What follows belongs to an exercise in optimizing a design on an open flow for small area, a short achievable clock period and few clock cycles; a production flow would make more cautious choices. In this exercise RTL edits were held to simulation tests only and were not proved equivalent to the original.

==> flow/design.v (outline; a module is shown in full before it is edited, if it fits) <==
// module mod_mult_m_23: 3298 lines
// module mm_fa: 4 lines
// module mm_bpp: 3 lines
// module mm_ha: 4 lines
module mod_mult_m_23 (
  input  wire        clk,
  input  wire        rst,
  input  wire        in_valid,
  input  wire [22:0] input_data0,
  input  wire [22:0] input_data1,
  output wire        out_valid,
  output reg  [22:0] output_data
);
  // ...
==> flow/flow/run.sh <==
#!/bin/bash
# Own flow: the standard synthesis, then every combinational cell set to its
# smallest drive strength (timing repair upsizes where the margin needs it), then
# the standard layout with port buffers of the smallest buffer cell.
set -euo pipefail
bash standard.sh synth > synth.log 2>&1
R=orfs/results/sky130hd/mod_mult_m_23/base
cp $R/1_2_yosys.v 1_2_yosys.orig.v
python3 flow/downsize.py $R/1_2_yosys.v $FLOW_HOME/platforms/sky130hd/lib/sky130_fd_sc_hd__tt_025C_1v80.lib > downsize.log 2>&1
rm -f $R/1_synth.odb $R/1_synth.sdc
bash standard.sh "BUFFER_PORTS_ARGS=-buffer_cell sky130_fd_sc_hd__buf_1" finish > layout.log 2>&1
==> flow/flow/downsize.py <==
#!/usr/bin/env python3
"""Set every combinational cell of the synthesized netlist to its smallest drive
strength (same function and pins); timing repair later upsizes where needed.
Flip-flops and other sequential cells are left as synthesis made them.
usage: downsize.py NETLIST LIBERTY"""
import re, sys
net, lib = sys.argv[1], sys.argv[2]
lt = open(lib).read()
cells = set(re.findall(r'cell\s*\(\s*"?(sky130_fd_sc_hd__\w+?)"?\s*\)', lt))
seq = set(m for m in cells if re.search(r'__(df|dl|sdf|edf|sdl|lpflow|clk|probe|conb|tap|fill|decap|diode)', m))
txt = open(net).read()
count = {}
def repl(m):
    base, drv = m.group(1), m.group(2)
    full = base + '_' + drv
    if full in seq or base + '_1' in seq:
        return m.group(0)
    for small in ('0', '1'):
        cand = base + '_' + small
        if cand in cells and cand != full and int(small) < int(drv):
            count[full + '->' + cand] = count.get(full + '->' + cand, 0) + 1
            return cand + m.group(3)
    return m.group(0)
txt2 = re.sub(r'\b(sky130_fd_sc_hd__[a-z0-9]+?)_(\d+)(\s+[\\\w])', repl, txt)
open(net, 'w').write(txt2)
for k, v in sorted(count.items()):
    print(v, k)
==> flow/standard.sh <==
#!/bin/bash
# synth_recipe.tcl (not shown) runs the flow's synth.tcl, then flattens the netlist and writes it again
# the make line also repeats each setting of config.mk as NAME=value (left out here)
make -C /OpenROAD-flow-scripts/flow DESIGN_CONFIG=/design/flow/config.mk WORK_HOME=/design/flow/orfs CLKGATE_MAP_FILE= SYNTH_SCRIPT=/design/flow/synth_recipe.tcl "${@:-finish}"
==> flow/config.mk <==
export PLATFORM = sky130hd
export DESIGN_NAME = mod_mult_m_23
export DESIGN_NICKNAME = mod_mult_m_23
export VERILOG_FILES = /design/flow/design.v
export SDC_FILE = /design/flow/constraint.sdc
export NUM_CORES = 4
export LEC_CHECK = 0
export CAP_MARGIN = 20
export CORE_MARGIN = 2
export CORE_UTILIZATION = 50
export SETUP_SLACK_MARGIN = 4.6
export SLEW_MARGIN = 20
export SYNTH_HIERARCHICAL = 1
==> flow/constraint.sdc <==
create_clock -name core_clock -period 7.5 [get_ports {clk}]
set_input_delay 1.5000 -clock core_clock [delete_from_list [all_inputs] [get_ports {clk}]]
set_output_delay 1.5000 -clock core_clock [all_outputs]
set_load 0.01 [all_outputs]
==> summary.txt, run 1 <==
Outcome
  • Result of the run: no timing/DRC/antenna violations

Final layout
  • Share of cell area taken by multi-input logic gates: 60.4%
  • Portion of the layout cell area used by clock cells: 4.63%
  • Fill cells: 3354
  • Share of layout cells above drive strength 1: 15.5%
  • Count of inverters other than clock inverters in the layout: 146
  • Non-clock buffers, area share: 7.32%
  • Buffer count excluding the clock tree in the final layout: 199
  • Layout overhead on the synthesized area: 20.0%
  • Register area: 0.00591 mm^2

Timing
  • Final setup viols: 0
  • RSZ-0062 raised after global routing: yes
  • Endpoints failing hold: 0
  • Slew HR: 66.4%

Clock tree
  • Reg clk slew, reported paths: 70 ps
  • Post-CTS setup buffers: 43
  • Buffers from clock root to sink, at most: 3
  • Clock sink total: 284
  • Clock tree root buffer cell: clkbuf_16

Global route
  • Most heavily used metal layer in global routing: met2
  • Pin count of the biggest net entering global routing: 27
  • M3 GR Usage: 7.55%

Drt
  • Met2 wire len: 34300 um
  • Via count normalized by instance count: 6.12
  • Post-DRT Antenna Nets: 0
  • Sum of met3 wire segment lengths after detailed routing: 7110 um
  • Wl on met1: 27200 um

Worst setup path
  • Critical path's slowest cell: fa_1
  • Cell-by-cell listing of the critical path: buf_12, a22oi_1, xnor2_1, fa_1, fa_2, fa_1, fa_1
  • Critical R2R Capture: m1352
  • Kind of start point of the critical path: flip-flop

Worst hold path
  • Min-Delay Path Class: flip-flop to flip-flop
  • Number of instances on the worst hold path: 0

Die
  • Boundary pin count: 73
  • Site row count: 75

Synth
  • Synthesized instance count: 1785
Testbench counts, summed over its fixed seeds: cycles 24,040.
==> run 2: changes to the inputs <==
--- a/flow/config.mk
+++ b/flow/config.mk
@@ -8,6 +8,6 @@
 export CAP_MARGIN = 20
 export CORE_MARGIN = 2
 export CORE_UTILIZATION = 50
-export SETUP_SLACK_MARGIN = 4.6
+export SETUP_SLACK_MARGIN = 4.2
 export SLEW_MARGIN = 20
 export SYNTH_HIERARCHICAL = 1
==> summary.txt, run 2 <==
Outcome
  • Result of the run: no timing/DRC/antenna violations (unchanged)

Global route
  • Grt ovf: 0 (unchanged)
  • First-pass GRT wire length: 95800 um (was 102000 um)
  • Overall routing resource usage: 28.8% (was 31.2%)
  • Antenna violations before repair: 1 (was 0)
  • Pin count of the biggest net entering global routing: 30 (was 27)
  • Number of global-route vias before repair: 16114 (was 16411)

Worst setup path
  • Critical Path Fanout Max: 13 (was 9)
  • Type of the worst setup path: flip-flop to flip-flop (unchanged)
  • Kind of start point of the critical path: flip-flop (unchanged)
  • Critical R2R Capture: m1320 (was m1352)
  • FF-to-FF path depth: 7 (unchanged)
  • Critical Path RT: 7920 ps (was 7940 ps)
  • Category of the worst setup path capture point: flip-flop (unchanged)
  • Worst R2R Start: be156 (was a_r[16])
  • FF-to-FF setup slack: 4350 ps (was 4580 ps)
  • Arrival time at the worst endpoint: 3570 ps (was 3360 ps)

Final layout
  • Diode insertion count for antenna repair: 0 (unchanged)
  • Fill cells: 3534 (was 3354)
  • Layout overhead on the synthesized area: 11.6% (was 20.0%)
  • Post-Route Utilization: 56.8% (was 61.1%)
  • Largest registers: a_r (23), output_data (23), valid_pipe (5) (unchanged)
  • Final net count: 2453 (was 2539)
  • Most common cell after layout, fill and taps aside: fa_1 (unchanged)
  • Share of layout cells above drive strength 1: 6.47% (was 15.5%)
  • Most frequent cells in the layout: fa_1, xnor2_1, dfxtp_1 (unchanged)

Timing
  • Final critical-path setup slack: 4350 ps (was 4580 ps)
  • Maximum clock frequency: 0.318 GHz (was 0.342 GHz)
  • Slew HR: 54.8% (was 66.4%)
  • Actual transition at the worst max-transition pin: 676 ps (was 505 ps)
  • Sum of negative setup slack: 0 ps (unchanged)
  • Post-route clock period utilization: 41.9% (was 39.0%)
  • RSZ-0062 raised after global routing: no (was yes)
  • Final critical-path required period: 3150 ps (was 2920 ps)
  • Endpoints failing hold: 0 (unchanged)
  • Final setup viols: 0 (unchanged)
  • Max Transition Viols Final: 0 (unchanged)
  • Final Skew: 24.9 ps (was 19.9 ps)

Drt
  • Number of iterations in the first detailed-routing pass: 5 (was 8)
  • Vias post-DR: 14762 (was 15748)
  • Remaining design rule violation count: 0 (unchanged)
  • Routed length per instance: 25.0 um (was 28.0 um)
  • Drt first-iter violations: 1103 (was 1634)
  • Final wirelength: 62300 um (was 72100 um)
  • Via count normalized by instance count: 5.94 (was 6.12)
  • Post-DRT Antenna Nets: 0 (unchanged)

Die
  • Vert. Die Dim: 211 um (unchanged)
  • Area of the die: 0.0446 mm^2 (unchanged)
  • Site row count: 75 (unchanged)
  • Placeable core region: 0.0421 mm^2 (unchanged)
  • Die width: 211 um (unchanged)
  • Boundary pin count: 73 (unchanged)
  • Effective utilization at floorplan: 50.9% (unchanged)

Clock tree
  • Post-CTS setup buffers: 0 (was 43)
  • CTS tree: done (unchanged)
  • Reg clk slew, reported paths: 60 ps (was 70 ps)
  • Clock sink total: 284 (unchanged)
  • Clock tree root buffer cell: clkbuf_16 (unchanged)
  • Number of buffers inserted by hold repair at cts: 0 (unchanged)
  • CTS H-Tree Depth: 2 (unchanged)
  • Buffers from clock root to sink, at most: 3 (unchanged)
  • TritonCTS Buffers: 35 (unchanged)
  • Clock latency of the later-clocked register in the worst-skew pair: 560 ps (was 570 ps)

Placed design
  • Routability-driven placement congestion ratio: 0.914 (was 0.905)
  • HPWL Detailed: 44700 um (was 44100 um)
  • Pre-CTS setup slack: 3810 ps (was 3850 ps)
  • Input/output buffers: 72 (unchanged)

Worst hold path
  • Min-Delay Path Class: flip-flop to flip-flop (unchanged)
  • Number of instances on the worst hold path: 0 (unchanged)
  • Critical hold path startpoint: valid_pipe[3] (was valid_pipe[1])
  • Hold Path Sink: valid_pipe[4] (was valid_pipe[2])

Synth
  • Synthesized instance count: 1785 (unchanged)
  • Cell area after synthesis: 0.0215 mm^2 (unchanged)
  • Number of nets in the synthesized netlist: 2314 (unchanged)
  • Yosys warns: 7 (unchanged)
  • Syn_area_per_cell: 12.0 um^2 (unchanged)

Run
  • Number of violations of the max-capacitance limit: 0 (unchanged)
## run 2: critical path, stage by stage (launching register included)
cell and delay, ps:
dfxtp_2 570, buf_4 310, a22oi_1 110, xnor2_1 220
fa_1 460, fa_1 400, fa_1 520, fa_1 410
## run 2: timing repair
| item | CTS | global route |
|---|---|---|
| setup endpoints to repair | 71 | 34 |
| resized for setup | 22 | 7 |
| hold endpoints to repair | 0 | 0 |
## run 2: final cells by class
type | instances | area [um^2] | area share, %
sequential | 284 | 5750 | 24.0
tap | 539 | 674 | 2.82
clock buffer | 48 | 1050 | 4.37
timing repair buffer | 114 | 586 | 2.45
inverter | 146 | 548 | 2.29
clock inverter | 12 | 138 | 0.575
multi-input combinational | 1343 | 15200 | 63.5
## run 2: how the worst max path moves through the flow
stage           from              to  depth (start not counted)
6_report       be156           m1320                          7
5_1_grt          be2           m1346                          6
4_1_cts        y1914           k2132                         11
3_5_place_dp   z2147  output_data[2]                          8
3_3_place_gp   z2147  output_data[2]                          8
2_1_floorplan  be361           m1320                          5
## run 2: layer usage
layer | GRT usage [%] | part of all wire, %
met5 | 0 | 0.024
met4 | 9.66 | 3.0
met3 | 5.80 | 7.2
met2 | 47.6 | 49
met1 | 38.1 | 41
## run 2: stage by stage
| step | hold slack (ps) | cells | cell area (um^2) |
|---|---|---|---|
| finish | 352 | 2486 | 23900 |
| floorplan | 331 | 1785 | 21500 |
| detailed placement | 337 | 2426 | 22700 |
| global route | 360 | 2486 | 23900 |
| CTS | 357 | 2486 | 23900 |
| global placement | 340 | 2426 | 22700 |
==> run 3: changes to the inputs <==
--- a/flow/config.mk
+++ b/flow/config.mk
@@ -8,6 +8,7 @@
 export CAP_MARGIN = 20
 export CORE_MARGIN = 2
 export CORE_UTILIZATION = 50
-export SETUP_SLACK_MARGIN = 4.2
+export CTS_BUF_LIST = sky130_fd_sc_hd__clkbuf_4 sky130_fd_sc_hd__clkbuf_8
+export SETUP_SLACK_MARGIN = 4.4
 export SLEW_MARGIN = 20
 export SYNTH_HIERARCHICAL = 1
==> summary.txt, run 3 <==
Worst hold path
  • Hold Path Sink: valid_pipe[1] (was valid_pipe[4])
  • Min-Delay Path Class: flip-flop to flip-flop (unchanged)
  • Critical hold path startpoint: valid_pipe[0] (was valid_pipe[3])
  • Number of instances on the worst hold path: 0 (unchanged)

Timing
  • Final Skew: 29.5 ps (was 24.9 ps)
  • Final critical-path required period: 3040 ps (was 3150 ps)
  • Endpoints failing hold: 0 (unchanged)
  • Actual transition at the worst max-transition pin: 693 ps (was 676 ps)
  • RSZ-0062 raised after global routing: yes (was no)
  • Slew HR: 53.8% (was 54.8%)
  • Post-route clock period utilization: 40.5% (was 41.9%)
  • Sum of negative setup slack: 0 ps (unchanged)
  • Max Transition Viols Final: 0 (unchanged)
  • Maximum clock frequency: 0.329 GHz (was 0.318 GHz)
  • Final setup viols: 0 (unchanged)

Placed design
  • Input/output buffers: 72 (unchanged)
  • Routability-driven placement congestion ratio: 0.926 (was 0.914)
  • HPWL Detailed: 44400 um (was 44700 um)

Final layout
  • Final net count: 2474 (was 2453)
  • Most common cell after layout, fill and taps aside: fa_1 (unchanged)
  • Fill cells: 3543 (was 3534)
  • Register area: 0.00583 mm^2 (was 0.00575 mm^2)
  • Combined area of the multi-input logic cells: 0.0152 mm^2 (about the same)
  • Layout overhead on the synthesized area: 12.4% (was 11.6%)
  • Diode insertion count for antenna repair: 0 (unchanged)
  • Largest registers: a_r (23), output_data (23), valid_pipe (5) (unchanged)
  • Most frequent cells in the layout: fa_1, xnor2_1, dfxtp_1 (unchanged)
  • Share of layout cells above drive strength 1: 9.07% (was 6.47%)

Worst setup path
  • Category of the worst setup path capture point: flip-flop (unchanged)
  • FF-to-FF setup slack: 4460 ps (was 4350 ps)
  • Critical Path Fanout Max: 24 (was 13)
  • Arrival time at the worst endpoint: 3560 ps (was 3570 ps)
  • Kind of start point of the critical path: flip-flop (unchanged)
  • Worst R2R Start: a_r[7] (was be156)
  • Critical Path RT: 8030 ps (was 7920 ps)
  • FF-to-FF path depth: 7 (unchanged)
  • Type of the worst setup path: flip-flop to flip-flop (unchanged)
  • Critical R2R Capture: m1373 (was m1320)

Global route
  • GR met1 Demand/Resource: 36.2% (was 38.1%)
  • Most heavily used metal layer in global routing: met2 (unchanged)
  • Grt ovf: 0 (unchanged)
  • Pin count of the biggest net entering global routing: 30 (unchanged)
  • Number of global-route vias before repair: 15949 (was 16114)
  • First-pass GRT wire length: 94300 um (was 95800 um)
  • Met2 Resource Use GR: 47.7% (was 47.6%)
  • M3 GR Usage: 6.18% (was 5.80%)
  • Antenna violations before repair: 0 (was 1)
  • Overall routing resource usage: 28.7% (was 28.8%)

Synth
  • Yosys warns: 7 (unchanged)
  • Cell area after synthesis: 0.0215 mm^2 (unchanged)
  • Synthesized instance count: 1785 (unchanged)
  • Number of nets in the synthesized netlist: 2314 (unchanged)
  • Syn_area_per_cell: 12.0 um^2 (unchanged)

Die
  • Placeable core region: 0.0421 mm^2 (unchanged)
  • Area of the die: 0.0446 mm^2 (unchanged)
  • Vert. Die Dim: 211 um (unchanged)
  • Site row count: 75 (unchanged)
  • Die width: 211 um (unchanged)
  • Effective utilization at floorplan: 50.9% (unchanged)
  • Boundary pin count: 73 (unchanged)

Drt
  • Final wirelength: 63200 um (was 62300 um)
  • Remaining design rule violation count: 0 (unchanged)
  • Via count normalized by instance count: 5.92 (was 5.94)
  • Routed length per instance: 25.0 um (about the same)
  • Vias post-DR: 14942 (was 14762)
  • Post-DRT Antenna Nets: 0 (unchanged)
  • Number of iterations in the first detailed-routing pass: 6 (was 5)
  • Drt first-iter violations: 1261 (was 1103)

Clock tree
  • Clock tree root buffer cell: clkbuf_8 (was clkbuf_16)
  • CTS H-Tree Depth: 2 (unchanged)
  • Clock sink total: 284 (unchanged)
  • CTS tree: done (unchanged)
  • Buffers from clock root to sink, at most: 3 (unchanged)
  • Clock latency of the later-clocked register in the worst-skew pair: 650 ps (was 560 ps)
  • Reg clk slew, reported paths: 60 ps (about the same)
  • TritonCTS Buffers: 50 (was 35)

Run
  • Number of violations of the max-capacitance limit: 0 (unchanged)

Outcome
  • Result of the run: no timing/DRC/antenna violations (unchanged)
==> run 3: layer usage <==
metal,vias to the layer above,share of wire [%]
met5,-,0
met4,0,3.9
met3,168,8.8
met2,757,49
met1,7584,39
li1,6433,-
==> run 3: area by class of cell <==
cell class                      count  area share (%)
Multi-Input combinational cell   1345            63.2
Sequential cell                   284            24.2
Clock buffer                       74            3.86
Tap cell                          539            2.80
Timing Repair Buffer              118            2.79
Inverter                          146            2.27
Clock inverter                     17           0.867
==> run 3: repair_timing <==
action / CTS / global route
pin swaps: 0 / 7
hold buffers: 0 / 0
buffers inserted: 0 / 16
endpoints found under the setup margin: 103 / 50
cloned: 0 / 2
hold endpoints to repair: 0 / 0
gates resized for setup: 46 / 29
==> run 3: per-stage QoR <==
stage / setup slack (ps) / util, % / area [um^2] / cells / hold slack (ps)
global placement: 3610 / 53.6 / 22600 / 2414 / 341
detailed placement: 3900 / 53.7 / 22600 / 2414 / 336
finish: 4460 / 57.2 / 24100 / 2523 / 352
global route: 4370 / 57.2 / 24100 / 2523 / 365
floorplan: 4420 / - / 21500 / 1785 / 331
CTS: 4400 / 56.6 / 23900 / 2505 / 357
==> run 3: worst max path at each step <==
stage                     startpoint  slack (ps)               to
after floorplan              a_r[22]        4420            m1373
after global placement         z2147        3610   output_data[2]
after detailed placement     a_r[21]        3900            m1343
after CTS                      be104        4400            m1352
after global routing           z2145        4370  output_data[17]
final                         a_r[7]        4460            m1373
==> run 3: worst max-delay path, cell delays in order, from the launching register on <==
cell     delay [ps]
dfxtp_1         300
buf_4           240
a22o_1          280
ha_1            320
fa_1            450
fa_1            450
fa_1            450
fa_1            430
==> run 4: changes to the inputs <==
--- a/flow/config.mk
+++ b/flow/config.mk
@@ -7,8 +7,7 @@
 export LEC_CHECK = 0
 export CAP_MARGIN = 20
 export CORE_MARGIN = 2
-export CORE_UTILIZATION = 50
-export CTS_BUF_LIST = sky130_fd_sc_hd__clkbuf_4 sky130_fd_sc_hd__clkbuf_8
+export CORE_UTILIZATION = 55
 export SETUP_SLACK_MARGIN = 4.4
 export SLEW_MARGIN = 20
 export SYNTH_HIERARCHICAL = 1
==> summary.txt, run 4 <==
Worst setup path
  • FF-to-FF setup slack: 4440 ps (was 4460 ps)
  • Type of the worst setup path: flip-flop to flip-flop (unchanged)
  • Category of the worst setup path capture point: flip-flop (unchanged)
  • Critical Path RT: 7910 ps (was 8030 ps)
  • Critical Path Fanout Max: 16 (was 24)
  • Arrival time at the worst endpoint: 3470 ps (was 3560 ps)
  • Kind of start point of the critical path: flip-flop (unchanged)

Global route
  • First-pass GRT wire length: 95100 um (was 94300 um)
  • Pin count of the biggest net entering global routing: 30 (unchanged)
  • Number of global-route vias before repair: 15928 (was 15949)
  • Antenna violations before repair: 0 (unchanged)
  • Overall routing resource usage: 31.4% (was 28.7%)
  • Grt ovf: 0 (unchanged)

Drt
  • Vias post-DR: 14655 (was 14942)
  • Via count normalized by instance count: 5.95 (was 5.92)
  • Number of iterations in the first detailed-routing pass: 6 (unchanged)
  • Routed length per instance: 25.4 um (was 25.0 um)
  • Final wirelength: 62500 um (was 63200 um)
  • Post-DRT Antenna Nets: 0 (unchanged)
  • Remaining design rule violation count: 0 (unchanged)
  • Drt first-iter violations: 995 (was 1261)

Final layout
  • Share of layout cells above drive strength 1: 7.30% (was 9.07%)
  • Combined area of the multi-input logic cells: 0.0152 mm^2 (about the same)
  • Most common cell after layout, fill and taps aside: fa_1 (unchanged)
  • Layout overhead on the synthesized area: 12.2% (was 12.4%)
  • Most frequent cells in the layout: fa_1, xnor2_1, a22oi_1, dfxtp_1, inv_1 (was fa_1, xnor2_1, dfxtp_1)
  • Register area: 0.00584 mm^2 (was 0.00583 mm^2)
  • Final net count: 2451 (was 2474)
  • Largest registers: a_r (23), output_data (23), valid_pipe (5) (unchanged)
  • Fill cells: 3157 (was 3543)

Clock tree
  • Buffers from clock root to sink, at most: 3 (unchanged)
  • Clock sink total: 284 (unchanged)
  • CTS tree: done (unchanged)
  • CTS H-Tree Depth: 2 (unchanged)
  • Clock tree root buffer cell: clkbuf_16 (was clkbuf_8)
  • TritonCTS Buffers: 35 (was 50)
  • Reg clk slew, reported paths: 60 ps (about the same)
  • Clock latency of the later-clocked register in the worst-skew pair: 550 ps (was 650 ps)

Run
  • Number of violations of the max-capacitance limit: 0 (unchanged)

Timing
  • Slew HR: 58.7% (was 53.8%)
  • Final Skew: 20.4 ps (was 29.5 ps)
  • Max Transition Viols Final: 0 (unchanged)
  • Maximum clock frequency: 0.327 GHz (was 0.329 GHz)
  • Post-Route Hold Slack: 349 ps (was 352 ps)
  • Final setup viols: 0 (unchanged)
  • Post-route clock period utilization: 40.7% (was 40.5%)
  • Sum of negative setup slack: 0 ps (unchanged)
  • Actual transition at the worst max-transition pin: 620 ps (was 693 ps)
  • Final critical-path required period: 3060 ps (was 3040 ps)
  • Endpoints failing hold: 0 (unchanged)
  • RSZ-0062 raised after global routing: yes (unchanged)

Synth
  • Cell area after synthesis: 0.0215 mm^2 (unchanged)
  • Yosys warns: 7 (unchanged)
  • Synthesized instance count: 1785 (unchanged)
  • Number of nets in the synthesized netlist: 2314 (unchanged)
  • Syn_area_per_cell: 12.0 um^2 (unchanged)

Outcome
  • Result of the run: no timing/DRC/antenna violations (unchanged)

Die
  • Vert. Die Dim: 201 um (was 211 um)
  • Effective utilization at floorplan: 55.6% (was 50.9%)
  • Site row count: 72 (was 75)
  • Die width: 201 um (was 211 um)
  • Placeable core region: 0.0386 mm^2 (was 0.0421 mm^2)
  • Area of the die: 0.0406 mm^2 (was 0.0446 mm^2)
  • Boundary pin count: 73 (unchanged)

Placed design
  • HPWL Detailed: 44500 um (was 44400 um)
  • Input/output buffers: 72 (unchanged)
  • Routability-driven placement congestion ratio: 0.906 (was 0.926)

Worst hold path
  • Min-Delay Path Class: flip-flop to flip-flop (unchanged)
## run 4: changes by cell type in the layout (fill, tap and decap cells not counted), sizes merged
cell and change:
buf -7, clkbuf -29, clkinv +1, diode +1, inv -1, nand2 -1
nor2 -1
## run 4: through the flow
stage	util (%)	instance area [um^2]	setup slack, ps	cells
4_1_cts	62.0	23900	4380	2453
2_1_floorplan	-	21500	4420	1785
5_1_grt	62.4	24100	4330	2464
3_3_place_gp	58.5	22500	3820	2390
6_report	62.4	24100	4440	2465
3_5_place_dp	58.5	22600	3850	2391
## run 4: worst paths after layout
check / start / cells past startpoint / to
worst max-delay path: be104 / 7 / m1343
worst min-delay path: valid_pipe[2] / 0 / valid_pipe[3]
worst max register to register: be104 / 7 / m1343
worst min register to register: valid_pipe[2] / 0 / valid_pipe[3]
max in group asynchronous: rst / 1 / valid_pipe[1]
min in group asynchronous: rst / 1 / valid_pipe[3]
## run 4: layout make-up
cell class / count / area share [%]
antenna: 1 / 0.0104
clock buffer: 44 / 4.16
clock inverter: 17 / 0.894
inverter: 146 / 2.28
multi-input combinational: 1343 / 63.0
sequential: 284 / 24.2
tap: 518 / 2.69
timing repair buffer: 112 / 2.69
## run 4: worst max-delay path, stage by stage (launching register included)
cell     delay [ps]
dfxtp_2         430
buf_6           250
a22oi_1         140
xnor2_1         180
fa_1            460
fa_1            530
fa_1            430
fa_1            500
## run 4: routing by layer
| layer | GRT usage [%] | vias to the layer above | routed length (um) |
|---|---|---|---|
| met5 | 0 | - | 0 |
| met3 | 6.80 | 132 | 4970 |
| li1 | - | 6379 | - |
| met4 | 13.6 | 0 | 2610 |
| met1 | 39.2 | 7477 | 24400 |
| met2 | 52.6 | 667 | 30500 |
## run 4: repair_timing
action                                  CTS  global route
endpoints found under the setup margin   89            32
buffers inserted                          1            11
hold buffers                              0             0
resized for setup                        51            25
pin swaps                                 1             4
==> run 5: changes to the inputs <==
--- a/flow/config.mk
+++ b/flow/config.mk
@@ -7,7 +7,7 @@
 export LEC_CHECK = 0
 export CAP_MARGIN = 20
 export CORE_MARGIN = 2
-export CORE_UTILIZATION = 55
+export CORE_UTILIZATION = 45
 export SETUP_SLACK_MARGIN = 4.4
 export SLEW_MARGIN = 20
 export SYNTH_HIERARCHICAL = 1
==> summary.txt, run 5 <==
Drt
  • Vias post-DR: 14578 (was 14655)
  • Drt first-iter violations: 1284 (was 995)
  • Remaining design rule violation count: 0 (unchanged)
  • Number of iterations in the first detailed-routing pass: 8 (was 6)
  • Post-DRT Antenna Nets: 0 (unchanged)
  • Final wirelength: 60900 um (was 62500 um)
  • Via count normalized by instance count: 5.70 (was 5.95)
  • Routed length per instance: 23.8 um (was 25.4 um)

Worst hold path
  • Min-Delay Path Class: flip-flop to flip-flop (unchanged)
  • Number of instances on the worst hold path: 0 (unchanged)

Final layout
  • Share of layout cells above drive strength 1: 6.90% (was 7.30%)
  • Largest registers: a_r (23), output_data (23), valid_pipe (5) (unchanged)
  • Most common cell after layout, fill and taps aside: fa_1 (unchanged)
  • Post-Route Utilization: 50.9% (was 62.4%)
  • Filler-free cell count of the finished design: 2557 (was 2465)
  • Most frequent cells in the layout: fa_1, xnor2_1, a22oi_1, dfxtp_1, inv_1 (unchanged)
  • Diode insertion count for antenna repair: 0 (was 1)
  • Layout overhead on the synthesized area: 12.3% (was 12.2%)
  • Final net count: 2445 (was 2451)

Global route
  • Pin count of the biggest net entering global routing: 30 (unchanged)
  • Antenna violations before repair: 1 (was 0)
  • Number of global-route vias before repair: 15804 (was 15928)
  • Grt ovf: 0 (unchanged)
  • First-pass GRT wire length: 93600 um (was 95100 um)
  • Overall routing resource usage: 25.0% (was 31.4%)

Clock tree
  • Clock latency of the later-clocked register in the worst-skew pair: 550 ps (about the same)
  • Buffers from clock root to sink, at most: 3 (unchanged)
  • CTS tree: done (unchanged)
  • Reg clk slew, reported paths: 60 ps (about the same)
  • Clock sink total: 284 (unchanged)
  • Clock tree root buffer cell: clkbuf_16 (unchanged)
  • CTS H-Tree Depth: 2 (unchanged)
  • TritonCTS Buffers: 34 (was 35)

Timing
  • Endpoints failing hold: 0 (unchanged)
  • Max Transition Viols Final: 0 (unchanged)
  • RSZ-0062 raised after global routing: yes (unchanged)
  • Final critical-path required period: 3070 ps (was 3060 ps)
  • Final Skew: 21.2 ps (was 20.4 ps)
  • Slew HR: 62.2% (was 58.7%)
  • Post-Route Hold Slack: 349 ps (about the same)
  • Actual transition at the worst max-transition pin: 567 ps (was 620 ps)
  • Sum of negative setup slack: 0 ps (unchanged)
  • Maximum clock frequency: 0.326 GHz (was 0.327 GHz)
  • Final setup viols: 0 (unchanged)
  • Post-route clock period utilization: 41.0% (was 40.7%)

Worst setup path
  • Type of the worst setup path: flip-flop to flip-flop (unchanged)
  • Arrival time at the worst endpoint: 3500 ps (was 3470 ps)
  • Kind of start point of the critical path: flip-flop (unchanged)
  • FF-to-FF setup slack: 4430 ps (was 4440 ps)
  • FF-to-FF path depth: 7 (unchanged)
  • Critical Path Fanout Max: 23 (was 16)
  • Critical Path RT: 7930 ps (was 7910 ps)
  • Category of the worst setup path capture point: flip-flop (unchanged)

Synth
  • Number of nets in the synthesized netlist: 2314 (unchanged)
  • Syn_area_per_cell: 12.0 um^2 (unchanged)
  • Cell area after synthesis: 0.0215 mm^2 (unchanged)
  • Synthesized instance count: 1785 (unchanged)
  • Yosys warns: 7 (unchanged)

Placed design
  • Input/output buffers: 72 (unchanged)
  • Post-Place Cells: 2488 (was 2391)
  • Routability-driven placement congestion ratio: 0.993 (was 0.906)
  • HPWL Detailed: 43600 um (was 44500 um)

Die
  • Area of the die: 0.0494 mm^2 (was 0.0406 mm^2)
  • Die width: 222 um (was 201 um)
  • Boundary pin count: 73 (unchanged)
  • Placeable core region: 0.0473 mm^2 (was 0.0386 mm^2)
  • Site row count: 80 (was 72)
  • Effective utilization at floorplan: 45.3% (was 55.6%)
  • Vert. Die Dim: 222 um (was 201 um)

Outcome
  • Result of the run: no timing/DRC/antenna violations (unchanged)

Run
  • Number of violations of the max-capacitance limit: 0 (unchanged)
## run 5: critical path, stage by stage (launching register included)
cell     delay [ps]
dfxtp_1         300
buf_4           330
a22oi_1         170
xnor2_1         310
fa_1            480
fa_1            400
fa_1            530
fa_1            430
## run 5: stage by stage
| step | cell area [um^2] | worst slack, ps |
|---|---|---|
| finish | 24100 | 4430 |
| global route | 24100 | 4370 |
| CTS | 24000 | 4410 |
| detailed placement | 22700 | 3910 |
| global placement | 22700 | 3920 |
| floorplan | 21500 | 4420 |
## run 5: worst paths after layout
check | start | to
worst max-delay path | be308 | m1373
worst min-delay path | valid_pipe[1] | valid_pipe[2]
worst max register to register | be308 | m1373
worst min register to register | valid_pipe[1] | valid_pipe[2]
max in group asynchronous | rst | valid_pipe[0]
min in group asynchronous | rst | valid_pipe[4]
## run 5: per-layer routing
metal	vias up	part of all wire [%]	global-route usage, %
met5	-	0.021	0
met4	2	3.6	9.22
met3	137	8.3	5.98
met2	662	48	41.8
met1	7412	40	31.5
li1	6365	-	-
## run 5: area by class of cell
type / count / area, um^2
fill: 4157 / 23300
multi-input combinational: 1343 / 15200
sequential: 284 / 5830
clock buffer: 50 / 1040
tap: 615 / 769
timing repair buffer: 107 / 559
inverter: 146 / 548
clock inverter: 12 / 140
## run 5: what timing repair did
action                     in CTS  in global routing
setup endpoints to repair      91                 39
buffers inserted                0                  7
pin swaps                       0                  3
resized for setup              45                 25
hold buffers                    0                  0
==> run 6: changes to the inputs <==
--- a/flow/config.mk
+++ b/flow/config.mk
@@ -7,7 +7,7 @@
 export LEC_CHECK = 0
 export CAP_MARGIN = 20
 export CORE_MARGIN = 2
-export CORE_UTILIZATION = 45
+export CORE_UTILIZATION = 50
 export SETUP_SLACK_MARGIN = 4.4
 export SLEW_MARGIN = 20
 export SYNTH_HIERARCHICAL = 1
==> summary.txt, run 6 <==
Worst setup path
  • Critical path startpoint: a_r[10] (was be308)
  • Arrival time at the worst endpoint: 3460 ps (was 3500 ps)
  • Critical Path RT: 7910 ps (was 7930 ps)
  • Category of the worst setup path capture point: flip-flop (unchanged)
  • Kind of start point of the critical path: flip-flop (unchanged)
  • Worst R2R Start: a_r[10] (was be308)
  • Critical Path Fanout Max: 24 (was 23)
  • Type of the worst setup path: flip-flop to flip-flop (unchanged)

Timing
  • Max Transition Viols Final: 0 (unchanged)
  • Endpoints failing hold: 0 (unchanged)
  • Actual transition at the worst max-transition pin: 660 ps (was 567 ps)
  • RSZ-0062 raised after global routing: no (was yes)
  • Final critical-path setup slack: 4450 ps (was 4430 ps)
  • Sum of negative setup slack: 0 ps (unchanged)
  • Post-route clock period utilization: 40.7% (was 41.0%)
  • Final Skew: 31.5 ps (was 21.2 ps)
  • Maximum clock frequency: 0.327 GHz (was 0.326 GHz)
  • Final critical-path required period: 3050 ps (was 3070 ps)
  • Final setup viols: 0 (unchanged)
  • Slew HR: 55.9% (was 62.2%)

Die
  • Site row count: 75 (was 80)
  • Effective utilization at floorplan: 50.9% (was 45.3%)
  • Boundary pin count: 73 (unchanged)
  • Vert. Die Dim: 211 um (was 222 um)
  • Placeable core region: 0.0421 mm^2 (was 0.0473 mm^2)
  • Area of the die: 0.0446 mm^2 (was 0.0494 mm^2)
  • Die width: 211 um (was 222 um)

Clock tree
  • TritonCTS Buffers: 36 (was 34)
  • Buffers from clock root to sink, at most: 3 (unchanged)
  • Clock tree root buffer cell: clkbuf_16 (unchanged)
  • Clock sink total: 284 (unchanged)
  • CTS tree: done (unchanged)
  • CTS H-Tree Depth: 2 (unchanged)
  • Clock latency of the later-clocked register in the worst-skew pair: 560 ps (was 550 ps)
  • Reg clk slew, reported paths: 60 ps (about the same)

Placed design
  • HPWL Detailed: 44400 um (was 43600 um)
  • Pre-CTS setup slack: 3900 ps (was 3910 ps)
  • Input/output buffers: 72 (unchanged)
  • Routability-driven placement congestion ratio: 0.926 (was 0.993)
  • Placed instance area: 0.0226 mm^2 (was 0.0227 mm^2)

Final layout
  • Layout overhead on the synthesized area: 12.4% (was 12.3%)
  • Fill cells: 3505 (was 4157)
  • Share of layout cells above drive strength 1: 7.42% (was 6.90%)
  • Final net count: 2458 (was 2445)
  • Largest registers: a_r (23), output_data (23), valid_pipe (5) (unchanged)
  • Most common cell after layout, fill and taps aside: fa_1 (unchanged)
  • Final std cell area, no fill: 0.0241 mm^2 (about the same)
  • Diode insertion count for antenna repair: 0 (unchanged)
  • Most frequent cells in the layout: fa_1, xnor2_1, dfxtp_1 (was fa_1, xnor2_1, a22oi_1, dfxtp_1, inv_1)

Global route
  • Grt ovf: 0 (unchanged)
  • Number of global-route vias before repair: 15808 (was 15804)
  • Overall routing resource usage: 28.6% (was 25.0%)
  • First-pass GRT wire length: 94000 um (was 93600 um)
  • Pin count of the biggest net entering global routing: 30 (unchanged)
  • Antenna violations before repair: 0 (was 1)

Synth
  • Syn_area_per_cell: 12.0 um^2 (unchanged)
  • Synthesized instance count: 1785 (unchanged)
  • Cell area after synthesis: 0.0215 mm^2 (unchanged)
  • Yosys warns: 7 (unchanged)
  • Number of nets in the synthesized netlist: 2314 (unchanged)

Drt
  • Number of iterations in the first detailed-routing pass: 5 (was 8)
  • Via count normalized by instance count: 5.96 (was 5.70)
  • Vias post-DR: 14855 (was 14578)
  • Post-DRT Antenna Nets: 0 (unchanged)
  • Remaining design rule violation count: 0 (unchanged)
  • Final wirelength: 62700 um (was 60900 um)
  • Routed length per instance: 25.2 um (was 23.8 um)
  • Drt first-iter violations: 1293 (was 1284)

Worst hold path
  • Critical hold path startpoint: valid_pipe[0] (was valid_pipe[1])
  • Min-Delay Path Class: flip-flop to flip-flop (unchanged)

Outcome
  • Result of the run: no timing/DRC/antenna violations (unchanged)

Run
  • Number of violations of the max-capacitance limit: 0 (unchanged)
## run 6: layout make-up
cell class | count | area [um^2] | area share (%)
clock buffer | 46 | 990 | 4.10
sequential | 284 | 5830 | 24.2
inverter | 146 | 548 | 2.27
clock inverter | 17 | 190 | 0.789
tap | 539 | 674 | 2.80
multi-input combinational | 1345 | 15200 | 63.2
timing repair buffer | 116 | 642 | 2.66
## run 6: worst paths after layout
| check | slack, ps | cells past startpoint | endpoint |
|---|---|---|---|
| min reg2reg | 350 | 0 | valid_pipe[1] |
| min in group asynchronous | 800 | 1 | valid_pipe[0] |
| min | 350 | 0 | valid_pipe[1] |
| max reg2reg | 4450 | 7 | m1320 |
| max | 4450 | 7 | m1320 |
| max in group asynchronous | 6510 | 1 | valid_pipe[3] |
## run 6: layer usage
| layer | vias to the layer above | share of wire (%) | GRT usage (%) |
|---|---|---|---|
| li1 | 6395 | - | - |
| met1 | 7588 | 39 | 36.3 |
| met2 | 700 | 49 | 47.5 |
| met3 | 172 | 8.5 | 6.54 |
| met4 | 0 | 3.8 | 11.2 |
| met5 | - | 0 | 0 |
## run 6: worst max-delay path, cell delays in order, from the launching register on
cell and delay (ps):
dfxtp_1 300, buf_4 370, a22oi_1 180, xnor2_1 240, fa_1 490, fa_1 400
fa_1 510, fa_1 410
## run 6: per-stage QoR
| stage | utilization, % | hold slack (ps) | instances |
|---|---|---|---|
| floorplan | - | 331 | 1785 |
| global placement | 53.6 | 341 | 2414 |
| detailed placement | 53.7 | 336 | 2414 |
| CTS | 56.7 | 356 | 2477 |
| global route | 57.2 | 365 | 2493 |
| finish | 57.2 | 351 | 2493 |
## run 6: what timing repair did
item,4_1_cts,5_1_grt
resized for setup,46,26
buffers inserted,0,14
setup endpoints to repair,102,51
hold buffers,0,0
cloned,0,2
pin swaps,0,7
==> run 7: changes to the inputs <==
--- a/flow/config.mk
+++ b/flow/config.mk
@@ -5,9 +5,10 @@
 export SDC_FILE = /design/flow/constraint.sdc
 export NUM_CORES = 4
 export LEC_CHECK = 0
-export CAP_MARGIN = 20
+export CAP_MARGIN = 5
 export CORE_MARGIN = 2
 export CORE_UTILIZATION = 50
+export GPL_ROUTABILITY_DRIVEN = 0
 export SETUP_SLACK_MARGIN = 4.4
-export SLEW_MARGIN = 20
+export SLEW_MARGIN = 5
 export SYNTH_HIERARCHICAL = 1
==> summary.txt, run 7 <==
Outcome
  • Result of the run: no timing/DRC/antenna violations (unchanged)

Run
  • Number of violations of the max-capacitance limit: 0 (unchanged)

Synth
  • Cell area after synthesis: 0.0215 mm^2 (unchanged)
  • Yosys warns: 7 (unchanged)
  • Syn_area_per_cell: 12.0 um^2 (unchanged)
  • Synthesized instance count: 1785 (unchanged)
  • Number of nets in the synthesized netlist: 2314 (unchanged)

Global route
  • Number of global-route vias before repair: 15896 (was 15808)
  • First-pass GRT wire length: 94900 um (was 94000 um)
  • Antenna violations before repair: 0 (unchanged)
  • Overall routing resource usage: 28.6% (about the same)
  • Pin count of the biggest net entering global routing: 30 (unchanged)
  • Grt ovf: 0 (unchanged)

Timing
  • Final setup viols: 0 (unchanged)
  • Maximum clock frequency: 0.329 GHz (was 0.327 GHz)
  • Final Skew: 14.8 ps (was 31.5 ps)
  • Final critical-path required period: 3040 ps (was 3050 ps)
  • Final critical-path setup slack: 4460 ps (was 4450 ps)
  • Post-route clock period utilization: 40.6% (was 40.7%)
  • Actual transition at the worst max-transition pin: 703 ps (was 660 ps)
  • Max Transition Viols Final: 0 (unchanged)
  • RSZ-0062 raised after global routing: no (unchanged)
  • Endpoints failing hold: 0 (unchanged)
  • Sum of negative setup slack: 0 ps (unchanged)
  • Slew HR: 53.0% (was 55.9%)

Worst hold path
  • Min-Delay Path Class: flip-flop to flip-flop (unchanged)

Final layout
  • Most frequent cells in the layout: fa_1, xnor2_1, dfxtp_1 (unchanged)
  • Largest registers: a_r (23), output_data (23), valid_pipe (5) (unchanged)
  • Fill cells: 3589 (was 3505)
  • Register area: 0.00581 mm^2 (was 0.00583 mm^2)
  • Layout overhead on the synthesized area: 12.5% (was 12.4%)
  • Combined area of the multi-input logic cells: 0.0152 mm^2 (about the same)
  • Filler-free cell count of the finished design: 2493 (unchanged)
  • Most common cell after layout, fill and taps aside: fa_1 (unchanged)
  • Final net count: 2457 (was 2458)
  • Share of layout cells above drive strength 1: 7.17% (was 7.42%)

Die
  • Vert. Die Dim: 211 um (unchanged)
  • Die width: 211 um (unchanged)
  • Placeable core region: 0.0421 mm^2 (unchanged)
  • Boundary pin count: 73 (unchanged)
  • Effective utilization at floorplan: 50.9% (unchanged)
  • Area of the die: 0.0446 mm^2 (unchanged)
  • Site row count: 75 (unchanged)

Worst setup path
  • Kind of start point of the critical path: flip-flop (unchanged)
  • Critical Path Fanout Max: 23 (was 24)
  • Critical path's largest stage delay: 480 ps (was 510 ps)
  • Critical path startpoint: be564 (was a_r[10])
  • Category of the worst setup path capture point: flip-flop (unchanged)
  • Worst R2R Start: be564 (was a_r[10])
  • FF-to-FF setup slack: 4460 ps (was 4450 ps)
  • Type of the worst setup path: flip-flop to flip-flop (unchanged)
  • Arrival time at the worst endpoint: 3460 ps (about the same)
  • Cell-by-cell listing of the critical path: buf_4, a22o_1, ha_1, fa_1, fa_1, fa_1, fa_1 (was buf_4, a22oi_1, xnor2_1, fa_1, fa_1, fa_1, fa_1)
  • Cell repeated most along the worst path: fa_1 (unchanged)
  • Critical R2R Capture: m1373 (was m1320)
  • Capture point of the critical path: m1373 (was m1320)
  • FF-to-FF path depth: 7 (unchanged)
  • Critical path's slowest cell: fa_1 (unchanged)
  • Critical Path RT: 7920 ps (was 7910 ps)

Clock tree
  • Clock tree root buffer cell: clkbuf_16 (unchanged)
  • Clock sink total: 284 (unchanged)
  • Reg clk slew, reported paths: 60 ps (about the same)
  • TritonCTS Buffers: 34 (was 36)
  • Clock latency of the later-clocked register in the worst-skew pair: 550 ps (was 560 ps)
  • CTS H-Tree Depth: 2 (unchanged)
  • CTS tree: done (unchanged)
  • Buffers from clock root to sink, at most: 3 (unchanged)

Placed design
  • Pre-CTS setup slack: 3730 ps (was 3900 ps)
  • Input/output buffers: 72 (unchanged)
  • HPWL Detailed: 44100 um (was 44400 um)
  • Post-Place Cells: 2420 (was 2414)

Drt
  • Vias post-DR: 14945 (was 14855)
  • Number of iterations in the first detailed-routing pass: 7 (was 5)
  • Via count normalized by instance count: 5.99 (was 5.96)
  • Drt first-iter violations: 1382 (was 1293)
  • Remaining design rule violation count: 0 (unchanged)
  • Post-DRT Antenna Nets: 0 (unchanged)
  • Final wirelength: 62700 um (about the same)
  • Routed length per instance: 25.1 um (was 25.2 um)
==> run 7: worst min path at each step <==
stage / start / end / cells past startpoint
after global routing: valid_pipe[3] / valid_pipe[4] / 0
after global placement: valid_pipe[3] / valid_pipe[4] / 0
after CTS: valid_pipe[3] / valid_pipe[4] / 0
after detailed placement: valid_pipe[1] / valid_pipe[2] / 0
after floorplan: valid_pipe[0] / valid_pipe[1] / 0
final: valid_pipe[3] / valid_pipe[4] / 0
==> run 7: area by class of cell <==
cell class              count  area share (%)
diodes                      1          0.0104
clock buffers              46            4.01
well taps                 539            2.79
clock inverters            15           0.876
repair buffers            118            2.87
multi-input cells        1344            63.1
inverters                 146            2.27
flip-flops and latches    284            24.1
==> run 7: layer usage <==
layer,GRT usage (%),wire length [um],vias up
li1,-,-,6396
met1,37.8,24900,7671
met2,47.5,30800,742
met3,5.04,4980,136
met4,10.3,1990,0
met5,0,0,-
==> run 7: per-stage QoR <==
stage               area [um^2]  util [%]  hold slack, ps
floorplan                 21500         -             331
global placement          22600      53.7             344
detailed placement        22600      53.7             337
CTS                       23900      56.8             358
global route              24100      57.3             361
finish                    24100      57.3             355
==> run 7: timing repair <==
action,CTS,global route
buffers inserted,0,10
pin swaps,0,6
hold endpoints to repair,0,0
cloned,0,1
endpoints found under the setup margin,98,58
hold buffers,0,0
resized for setup,38,32
==> run 7: worst max-delay path, delay by kind of cell, from the launching register on <==
kind                     cells  cell delay, ps
AO/OA/AOI/OAI                1             250
buffers and inverters        1             230
flip-flops                   1             290
adder cells (fa/ha/maj)      5            2130
==> run 8: changes to the inputs <==
--- a/flow/config.mk
+++ b/flow/config.mk
@@ -8,7 +8,6 @@
 export CAP_MARGIN = 5
 export CORE_MARGIN = 2
 export CORE_UTILIZATION = 50
-export GPL_ROUTABILITY_DRIVEN = 0
 export SETUP_SLACK_MARGIN = 4.4
 export SLEW_MARGIN = 5
 export SYNTH_HIERARCHICAL = 1
==> summary.txt, run 8 <==
Outcome
  • Result of the run: no timing/DRC/antenna violations (unchanged)

Final layout
  • Largest registers: a_r (23), output_data (23), valid_pipe (5) (unchanged)
  • Final net count: 2453 (was 2457)
  • Final std cell area, no fill: 0.0240 mm^2 (was 0.0241 mm^2)
  • Most common cell after layout, fill and taps aside: fa_1 (unchanged)
  • Post-Route Utilization: 56.9% (was 57.3%)
  • Share of layout cells above drive strength 1: 7.23% (was 7.17%)
  • Most frequent cells in the layout: fa_1, xnor2_1, a22oi_1, dfxtp_1, inv_1 (was fa_1, xnor2_1, dfxtp_1)
  • Layout overhead on the synthesized area: 11.8% (was 12.5%)
  • Diode insertion count for antenna repair: 0 (was 1)

Timing
  • Maximum clock frequency: 0.327 GHz (was 0.329 GHz)
  • Final critical-path required period: 3060 ps (was 3040 ps)
  • RSZ-0062 raised after global routing: yes (was no)
  • Endpoints failing hold: 0 (unchanged)
  • Post-Route Hold Slack: 351 ps (was 355 ps)
  • Sum of negative setup slack: 0 ps (unchanged)
  • Slew HR: 55.9% (was 53.0%)
  • Final Skew: 22.1 ps (was 14.8 ps)
  • Max Transition Viols Final: 0 (unchanged)
  • Actual transition at the worst max-transition pin: 660 ps (was 703 ps)
  • Post-route clock period utilization: 40.8% (was 40.6%)
  • Final setup viols: 0 (unchanged)

Synth
  • Syn_area_per_cell: 12.0 um^2 (unchanged)
  • Synthesized instance count: 1785 (unchanged)
  • Yosys warns: 7 (unchanged)
  • Number of nets in the synthesized netlist: 2314 (unchanged)
  • Cell area after synthesis: 0.0215 mm^2 (unchanged)

Placed design
  • HPWL Detailed: 44400 um (was 44100 um)
  • Placed instance area: 0.0226 mm^2 (about the same)
  • Routability-driven placement congestion ratio: 0.926
  • Input/output buffers: 72 (unchanged)

Worst setup path
  • Critical path startpoint: a_r[7] (was be564)
  • Kind of start point of the critical path: flip-flop (unchanged)
  • Arrival time at the worst endpoint: 3480 ps (was 3460 ps)
  • Critical Path Fanout Max: 24 (was 23)
  • Capture point of the critical path: m1373 (unchanged)
  • Worst R2R Start: a_r[7] (was be564)
  • Cell repeated most along the worst path: fa_1 (unchanged)
  • Category of the worst setup path capture point: flip-flop (unchanged)
  • Critical path's largest stage delay: 450 ps (was 480 ps)
  • Critical Path RT: 7920 ps (about the same)
  • Type of the worst setup path: flip-flop to flip-flop (unchanged)
  • Critical R2R Capture: m1373 (unchanged)
  • FF-to-FF setup slack: 4440 ps (was 4460 ps)
  • FF-to-FF path depth: 7 (unchanged)
  • Critical path's slowest cell: fa_1 (unchanged)
  • Cell-by-cell listing of the critical path: buf_4, a22o_1, ha_1, fa_1, fa_1, fa_1, fa_1 (unchanged)

Drt
  • Number of iterations in the first detailed-routing pass: 6 (was 7)
  • Final wirelength: 62100 um (was 62700 um)
  • Remaining design rule violation count: 0 (unchanged)
  • Routed length per instance: 24.9 um (was 25.1 um)
  • Post-DRT Antenna Nets: 0 (unchanged)
  • Via count normalized by instance count: 5.92 (was 5.99)
  • Drt first-iter violations: 1330 (was 1382)
  • Vias post-DR: 14717 (was 14945)

Clock tree
  • Clock tree root buffer cell: clkbuf_16 (unchanged)
  • TritonCTS Buffers: 35 (was 34)
  • CTS tree: done (unchanged)
  • Reg clk slew, reported paths: 60 ps (about the same)
  • Buffers from clock root to sink, at most: 3 (unchanged)
  • Number of buffers inserted by hold repair at cts: 0 (unchanged)
  • Clock latency of the later-clocked register in the worst-skew pair: 550 ps (about the same)
  • CTS H-Tree Depth: 2 (unchanged)
  • Clock sink total: 284 (unchanged)

Global route
  • Overall routing resource usage: 28.4% (was 28.6%)
  • Pin count of the biggest net entering global routing: 30 (unchanged)
  • Number of global-route vias before repair: 15870 (was 15896)
  • Grt ovf: 0 (unchanged)
  • Antenna violations before repair: 0 (unchanged)
  • First-pass GRT wire length: 94400 um (was 94900 um)

Die
  • Die width: 211 um (unchanged)
  • Site row count: 75 (unchanged)
  • Area of the die: 0.0446 mm^2 (unchanged)
  • Effective utilization at floorplan: 50.9% (unchanged)
  • Placeable core region: 0.0421 mm^2 (unchanged)
  • Boundary pin count: 73 (unchanged)
  • Vert. Die Dim: 211 um (unchanged)

Worst hold path
  • Min-Delay Path Class: flip-flop to flip-flop (unchanged)
  • Critical hold path startpoint: valid_pipe[0] (was valid_pipe[3])

Run
  • Number of violations of the max-capacitance limit: 0 (unchanged)
==> run 8: worst max-delay path, delay by kind of cell, from the launching register on <==
| kind | cells | cell delay, ps |
|---|---|---|
| AOI/OAI and AO/OA | 1 | 280 |
| buffers and inverters | 1 | 250 |
| adders and majority gates | 5 | 2090 |
| DFF | 1 | 300 |
==> run 8: worst min-delay path by stage <==
stage                               end  depth (start not counted)  slack, ps
after detailed placement  valid_pipe[3]                          0        340
final                     valid_pipe[1]                          0        350
after global placement    valid_pipe[3]                          0        340
after floorplan           valid_pipe[1]                          0        330
after global routing      valid_pipe[3]                          0        360
after CTS                 valid_pipe[1]                          0        360
==> run 8: cell type report <==
class                           count  area [um^2]
Timing Repair Buffer              113          619
Inverter                          146          548
Clock inverter                     15          128
Tap cell                          539          674
Multi-Input combinational cell   1344        15200
Fill cell                        3560        18100
Sequential cell                   284         5830
Clock buffer                       47          971
==> run 8: per-layer routing <==
layer / vias to the layer above / share of wire (%) / global-route usage (%) / routed length (um)
met5: - / 0 / 0 / 0
met3: 151 / 8.3 / 5.55 / 5180
li1: 6374 / - / - / -
met2: 711 / 49 / 47.3 / 30100
met1: 7481 / 40 / 36.6 / 24600
met4: 0 / 3.4 / 11.3 / 2130
==> run 8: what timing repair did <==
item | CTS | global route
endpoints found under the setup margin | 103 | 50
gates resized for setup | 48 | 29
pin swaps | 0 | 8
buffers inserted | 0 | 11
gates cloned | 0 | 1
==> run 8: per-stage QoR <==
stage	worst slack [ps]	std cells
floorplan	4420	1785
global placement	3610	2414
detailed placement	3690	2414
CTS	4410	2476
global route	4370	2488
finish	4440	2488
==> run 9: changes to the inputs <==
--- a/flow/config.mk
+++ b/flow/config.mk
@@ -8,6 +8,7 @@
 export CAP_MARGIN = 5
 export CORE_MARGIN = 2
 export CORE_UTILIZATION = 50
+export CTS_BUF_LIST = sky130_fd_sc_hd__clkbuf_4 sky130_fd_sc_hd__clkbuf_8
 export SETUP_SLACK_MARGIN = 4.4
 export SLEW_MARGIN = 5
 export SYNTH_HIERARCHICAL = 1
==> summary.txt, run 9 <==
Outcome
  • Result of the run: no timing/DRC/antenna violations (unchanged)

Worst hold path
  • Min-Delay Path Class: flip-flop to flip-flop (unchanged)
  • Number of instances on the worst hold path: 0 (unchanged)
  • Critical hold path startpoint: valid_pipe[2] (was valid_pipe[0])
  • Hold Path Sink: valid_pipe[3] (was valid_pipe[1])

Die
  • Die width: 211 um (unchanged)
  • Site row count: 75 (unchanged)
  • Boundary pin count: 73 (unchanged)
  • Effective utilization at floorplan: 50.9% (unchanged)
  • Area of the die: 0.0446 mm^2 (unchanged)
  • Placeable core region: 0.0421 mm^2 (unchanged)
  • Vert. Die Dim: 211 um (unchanged)

Final layout
  • Most common cell after layout, fill and taps aside: fa_1 (unchanged)
  • Largest registers: a_r (23), output_data (23), valid_pipe (5) (unchanged)
  • Most frequent cells in the layout: fa_1, xnor2_1, dfxtp_1 (was fa_1, xnor2_1, a22oi_1, dfxtp_1, inv_1)
  • Final std cell area, no fill: 0.0240 mm^2 (about the same)
  • Fill cells: 3581 (was 3560)
  • Share of layout cells above drive strength 1: 8.75% (was 7.23%)
  • Diode insertion count for antenna repair: 0 (unchanged)
  • Final net count: 2469 (was 2453)
  • Layout overhead on the synthesized area: 12.0% (was 11.8%)

Worst setup path
  • Critical Path Fanout Max: 24 (unchanged)
  • Worst R2R Start: a_r[10] (was a_r[7])
  • Arrival time at the worst endpoint: 3550 ps (was 3480 ps)
  • FF-to-FF path depth: 7 (unchanged)
  • Category of the worst setup path capture point: flip-flop (unchanged)
  • Type of the worst setup path: flip-flop to flip-flop (unchanged)
  • Critical R2R Capture: m1320 (was m1373)
  • FF-to-FF setup slack: 4440 ps (about the same)
  • Critical Path RT: 7990 ps (was 7920 ps)
  • Cell-by-cell listing of the critical path: buf_4, a22oi_1, xnor2_1, fa_1, fa_1, fa_1, fa_1 (was buf_4, a22o_1, ha_1, fa_1, fa_1, fa_1, fa_1)
  • Kind of start point of the critical path: flip-flop (unchanged)
  • Critical path's slowest cell: fa_1 (unchanged)
  • Cell repeated most along the worst path: fa_1 (unchanged)
  • Critical path's largest stage delay: 510 ps (was 450 ps)

Drt
  • Number of iterations in the first detailed-routing pass: 8 (was 6)
  • Wl on met1: 24800 um (was 24600 um)
  • Vias post-DR: 14914 (was 14717)
  • Remaining design rule violation count: 0 (unchanged)
  • Routed length per instance: 25.0 um (was 24.9 um)
  • Uppermost metal layer occupied by signal nets: met4 (unchanged)
  • Drt first-iter violations: 1422 (was 1330)
  • Sum of met3 wire segment lengths after detailed routing: 5290 um (was 5180 um)
  • Final wirelength: 62800 um (was 62100 um)
  • Met2 wire len: 30400 um (was 30100 um)
  • Post-DRT Antenna Nets: 0 (unchanged)
  • Via count normalized by instance count: 5.93 (was 5.92)

Timing
  • Slew HR: 56.4% (was 55.9%)
  • Endpoints failing hold: 0 (unchanged)
  • Sum of negative setup slack: 0 ps (unchanged)
  • Final critical-path required period: 3060 ps (about the same)
  • Final Skew: 36.9 ps (was 22.1 ps)
  • Final setup viols: 0 (unchanged)
  • Maximum clock frequency: 0.327 GHz (about the same)
  • Max Transition Viols Final: 0 (unchanged)
  • Actual transition at the worst max-transition pin: 653 ps (was 660 ps)
  • RSZ-0062 raised after global routing: no (was yes)
  • Post-route clock period utilization: 40.8% (about the same)

Placed design
  • Placed instance area: 0.0226 mm^2 (unchanged)
  • HPWL Detailed: 44400 um (unchanged)
  • Input/output buffers: 72 (unchanged)
  • Routability-driven placement congestion ratio: 0.926 (unchanged)

Clock tree
  • CTS H-Tree Depth: 2 (unchanged)
  • CTS tree: done (unchanged)
  • Clock tree root buffer cell: clkbuf_8 (was clkbuf_16)
  • Clock sink total: 284 (unchanged)
  • TritonCTS Buffers: 50 (was 35)
  • Buffers from clock root to sink, at most: 3 (unchanged)
  • Clock latency of the later-clocked register in the worst-skew pair: 650 ps (was 550 ps)
  • Reg clk slew, reported paths: 60 ps (about the same)

Synth
  • Number of nets in the synthesized netlist: 2314 (unchanged)
  • Yosys warns: 7 (unchanged)
  • Syn_area_per_cell: 12.0 um^2 (unchanged)
  • Cell area after synthesis: 0.0215 mm^2 (unchanged)
  • Synthesized instance count: 1785 (unchanged)

Global route
  • Overall routing resource usage: 28.8% (was 28.4%)
  • First-pass GRT wire length: 95400 um (was 94400 um)
  • Number of global-route vias before repair: 15992 (was 15870)
  • Pin count of the biggest net entering global routing: 30 (unchanged)
  • Grt ovf: 0 (unchanged)
  • Antenna violations before repair: 0 (unchanged)

Run
  • Number of violations of the max-capacitance limit: 0 (unchanged)
[run 9: worst max path at each step]
stage                endpoint     from  slack [ps]  cells after the start
2_1_floorplan           m1373  a_r[22]        4420                      7
3_3_place_gp   output_data[2]    z2147        3610                      8
3_5_place_dp   output_data[2]    z2147        3690                      8
4_1_cts                 m1349    be104        4400                      6
5_1_grt                 k2139    y1914        4350                     11
6_report                m1320  a_r[10]        4440                      7
[run 9: per-layer routing]
metal  global-route usage, %  vias up
met5                       0        -
met4                    10.7        0
met1                    37.0     7528
li1                        -     6411
met3                    6.11      186
met2                    47.9      789
[run 9: cell type report]
cell class | count | area [um^2] | area share, %
Sequential cell | 284 | 5830 | 24.3
Multi-Input combinational cell | 1344 | 15200 | 63.3
Clock buffer | 75 | 945 | 3.93
Clock inverter | 14 | 166 | 0.692
Tap cell | 539 | 674 | 2.81
Inverter | 146 | 548 | 2.28
Timing Repair Buffer | 114 | 647 | 2.69
[run 9: repair_timing]
| action | in CTS | in global routing |
|---|---|---|
| pin swaps | 0 | 7 |
| endpoints found under the setup margin | 103 | 51 |
| hold buffers | 0 | 0 |
| resized for setup | 46 | 33 |
| buffers inserted | 0 | 12 |
| gates cloned | 0 | 1 |
[run 9: through the flow]
step	worst slack (ps)	cells	hold slack (ps)	utilization [%]
finish	4440	2516	346	57.0
global route	4350	2516	360	57.0
CTS	4400	2503	349	56.5
detailed placement	3690	2414	336	53.6
global placement	3610	2414	341	53.6
floorplan	4420	1785	331	-
[run 9: critical path: cells and delay by family (launching register included)]
family	cells	cell delay, ps
XOR/XNOR	1	250
AO/OA/AOI/OAI	1	180
flip-flops	1	300
adder cells (fa/ha/maj)	4	1810
buffers and inverters	1	380

re-timing with driven ports:
The flow's constraints put no driver on any port. The routed layouts listed below were extracted and timed again, unchanged, in two steps. Step 1, drivers: a clkbuf_16 drives clk and a buf_2 each remaining input, both assumed. Step 2 moves the port delays by t, midway between the first and last clock arrival at a register: inputs arrive t later, outputs are due t later. That takes back most of the time a late clock gives input paths. Slacks: ideal / step 1 / step 2; pairs: ideal / step 1.
run	shift t [ns]	setup WS [ns]	worst slew at a driven data input, ns
run 1	0.618	4.576 / 4.576 / 4.576	0.06
run 2	0.605	4.354 / 4.354 / 4.354	0.05
run 3	0.692	4.464 / 4.464 / 4.464	0.06
run 4	0.599	4.445 / 4.445 / 4.445	0.05
run 5	0.599	4.429 / 4.429 / 4.429	0.04
run 6	0.601	4.446 / 4.446 / 4.446	0.06
run 7	0.597	4.458 / 4.458 / 4.458	0.06
run 8	0.599	4.441 / 4.441 / 4.441	0.05
run 9	0.690	4.437 / 4.437 / 4.437	0.05
After both steps setup and hold are still met in every run listed.
